From an optimization exercise on the open Yosys and OpenROAD flow, aimed at small area, a short achievable clock period and few clock cycles; shortcuts taken in it are not production practice.
Function was checked by simulation only, so behaviour that the tests miss may differ from the original.

## goldschmidt_divider
module goldschmidt_divider (
    input wire clk,
    input wire rst_n,
    input wire start,
    input wire [15:0] numerator,       
    input wire [15:0] denominator,     
    output wire [15:0] quotient,       
    output reg valid,
    output wire error
);
For scale: ~3100 cells after synthesis, roughly 160 flip-flops, ~53 I/O pins, roughly 0.026 sq mm of cells after synthesis.
==> module goldschmidt_divider, before the edit <==
module goldschmidt_divider (
    input wire clk,
    input wire rst_n,
    input wire start,
    input wire [15:0] numerator,       
    input wire [15:0] denominator,     
    output wire [15:0] quotient,       
    output reg valid,
    output wire error
);
reg        busy;
reg [2:0]  cnt;
reg [28:0] xn;       
reg [29:0] accn;
reg [24:0] xd;       
reg [25:0] accd;
reg [11:0] yh;       
reg [6:0]  one_n, two_n, neg_n;
reg [3:0]  lz;       
reg        eq, dz, d3one;
wire [2:0] cnt_nx = busy ? cnt + 3'd1 : 3'd0;
wire       fin    = cnt[0];      
wire [42:0] sumn;
wire [38:0] sumd;
gs_mac_n mn (.a(accn), .x({xn, 1'b0}), .one(one_n), .two(two_n), .neg(neg_n), .s(sumn));
gs_mac_d md (.a(accd), .x({xd, 1'b0}), .one(one_n), .two(two_n), .neg(neg_n), .s(sumd));
function [20:0] booth;       
    input [12:0] v;
    reg [15:0] w;
    integer i;
    begin
        w = {2'b00, v, 1'b0};
        for (i = 0; i < 7; i = i + 1) begin
            booth[i]      = w[2*i+1] ^ w[2*i];
            booth[7 + i]  = (w[2*i+2] & ~w[2*i+1] & ~w[2*i]) | (~w[2*i+2] & w[2*i+1] & w[2*i]);
            booth[14 + i] = w[2*i+2] & ~(w[2*i+1] & w[2*i]);
        end
    end
endfunction
wire [12:0] nxdig = ~sumd[24:12];    
wire [20:0] bnext = !busy ? booth(f0m1) : fin ? booth({1'b0, yh}) : booth(nxdig);
wire [15:0] d = denominator;
wire        z3 = (d[15:8] == 8'd0);
wire [15:0] d3 = z3 ? {d[7:0], 8'd0} : d;
wire        z2 = (d3[15:12] == 4'd0);
wire [15:0] d2 = z2 ? {d3[11:0], 4'd0} : d3;
wire        z1 = (d2[15:14] == 2'd0);
wire [15:0] d1 = z1 ? {d2[13:0], 2'd0} : d2;
wire        z0 = ~d1[15];
wire [15:0] d0 = z0 ? {d1[14:0], 1'b0} : d1;
wire [11:0] dn = d0[15:4];
reg [12:0] f0m1;     
always @(*) begin
    case (dn[10:8])
        3'd0: f0m1 = 13'd8191;
        3'd1: f0m1 = 13'd7281;
        3'd2: f0m1 = 13'd6553;
        3'd3: f0m1 = 13'd5957;
        3'd4: f0m1 = 13'd5460;
        3'd5: f0m1 = 13'd5040;
        3'd6: f0m1 = 13'd4680;
        default: f0m1 = 13'd4368;
    endcase
end
reg  [10:0] xinc;
wire [18:0] n4lo = {1'b0, xn[17:0]} + {1'b0, accn[29:12]};
wire [28:0] n4   = {n4lo[18] ? xinc : xn[28:18], n4lo[17:0]};
wire [43:0] qsh = {15'd0, n4} << lz;
assign quotient = eq ? 16'h1000 : qsh[31:16];
assign error    = dz;
always @(posedge clk or negedge rst_n) begin
    if (!rst_n) begin
        busy  <= 1'b0;
        valid <= 1'b0;
    end else begin
        valid <= busy & (cnt == 3'd5);
        if (!busy)
            busy <= start;
        else if (cnt == 3'd5)
            busy <= 1'b0;
    end
end
always @(posedge clk) begin
    cnt <= cnt_nx;
    xinc <= xn[28:18] + 11'd1;
    {neg_n, two_n, one_n} <= bnext;
    if (!busy) begin
        xn   <= {2'd0, numerator, 11'd0};
        accn <= {2'd0, numerator, 12'd0};
        xd   <= {2'd0, dn, 11'd0};
        accd <= {2'd0, dn, 12'd0};
        lz   <= {z3, z2, z1, z0};
        eq   <= (numerator == denominator);
        dz   <= (denominator == 16'd0);
    end else if (fin) begin
        accn <= (cnt[2] & d3one) ? 30'd0 : sumn[42:13];
        accd <= sumd[38:13];
    end else begin
        xn   <= sumn[40:12];
        accn <= {sumn[40:12], 1'b0};
        xd   <= sumd[36:12];
        accd <= {sumd[36:12], 1'b0};
        yh   <= ~sumd[36:25];
        d3one <= sumd[36];
    end
end
endmodule
Settings: LEC_CHECK=0, ABC_AREA=1, CAP_MARGIN=20, CORE_MARGIN=2, CORE_UTILIZATION=50, SETUP_SLACK_MARGIN=5, SLEW_MARGIN=20; clock period 11.0 ns.
standard.sh (not shown) runs the stock make flow with config.mk's settings and CLKGATE_MAP_FILE= SYNTH_SCRIPT=/design/flow/synth_recipe.tcl, a recipe that flattens the netlist after the stock synthesis.
==> flow/flow/run.sh <==
#!/bin/bash
# The standard layout (standard.sh), with one change to synthesis:
# SYNTH_ARGS=-noabc skips the quick ABC pass inside Yosys's "synth" fine
# stage, so extract_fa sees the adder trees as written and maps them to
# full adders without inverters between them.  Registers, their names and
# cell types are those of the standard synthesis; the final ABC mapping,
# floorplan, placement, CTS, routing and constraints are the standard ones.
set -euo pipefail
bash standard.sh SYNTH_ARGS=-noabc finish > standard.log 2>&1
Testbench counts at the start, summed over its fixed seeds: cycles 112,000.
Then changed:
--- a/flow/design.v
+++ b/flow/design.v
@@ -13,19 +13,19 @@
 reg [28:0] xn;       
 reg [29:0] accn;
 reg [24:0] xd;       
 reg [25:0] accd;
 reg [11:0] yh;       
-reg [6:0]  one_n, two_n, neg_n;
+reg [6:0]  one_n, two_n, neg_n, one_dn, two_dn, neg_dn;
 reg [3:0]  lz;       
 reg        eq, dz, d3one;
 wire [2:0] cnt_nx = busy ? cnt + 3'd1 : 3'd0;
 wire       fin    = cnt[0];      
 wire [42:0] sumn;
 wire [38:0] sumd;
 gs_mac_n mn (.a(accn), .x({xn, 1'b0}), .one(one_n), .two(two_n), .neg(neg_n), .s(sumn));
-gs_mac_d md (.a(accd), .x({xd, 1'b0}), .one(one_n), .two(two_n), .neg(neg_n), .s(sumd));
+gs_mac_d md (.a(accd), .x({xd, 1'b0}), .one(~one_dn), .two(~two_dn), .neg(~neg_dn), .s(sumd));
 function [20:0] booth;       
     input [12:0] v;
     reg [15:0] w;
     integer i;
     begin
@@ -82,10 +82,11 @@
 end
 always @(posedge clk) begin
     cnt <= cnt_nx;
     xinc <= xn[28:18] + 11'd1;
     {neg_n, two_n, one_n} <= bnext;
+    {neg_dn, two_dn, one_dn} <= ~bnext;
     if (!busy) begin
         xn   <= {2'd0, numerator, 11'd0};
         accn <= {2'd0, numerator, 12'd0};
         xd   <= {2'd0, dn, 11'd0};
         accd <= {2'd0, dn, 12'd0};
Effect: The changed run finished clean; non-clock buffer count is higher by 29; worst setup slack degrades by 0.059 ns; routed wire length increases by 13%; register-to-register slack degrades by 0.04 ns; via count came out higher by 3.8%; sequential share of layout area came out higher by 1.1 points; clock skew hardly moves; count of clock-buffer cells in the layout grows by 1.
Testbench counts after the change, summed over its fixed seeds: cycles 112,000.

==> separate check: timing with driven ports <==
Ports are ideal in the flow. The routed layouts listed here were re-timed in OpenROAD. Step 1 assumes that a clkbuf_16 drives the clock port and a buf_2 every other input. Step 2, shift: input delay + t, output delay - t, t = (earliest + latest rising clock arrival at the registers) / 2. This alone moves slack from input paths to output paths. a / b / c = ideal / step 1 / step 2; a / b = the first two.
run	t (ns)	slack for setup (ns)	worst setup path after step 2	worst register clock-pin slew, ns
the first run	0.557	5.182 / 5.117 / 5.191	register to register	0.08 / 0.08
the second run	0.552	5.123 / 5.068 / 4.904	input to register	0.09 / 0.09
After both steps setup and hold are still met in every run listed. The setup slack of the second run, which loses most, moves by -0.055 ns with the drivers and by -0.219 ns with both steps.
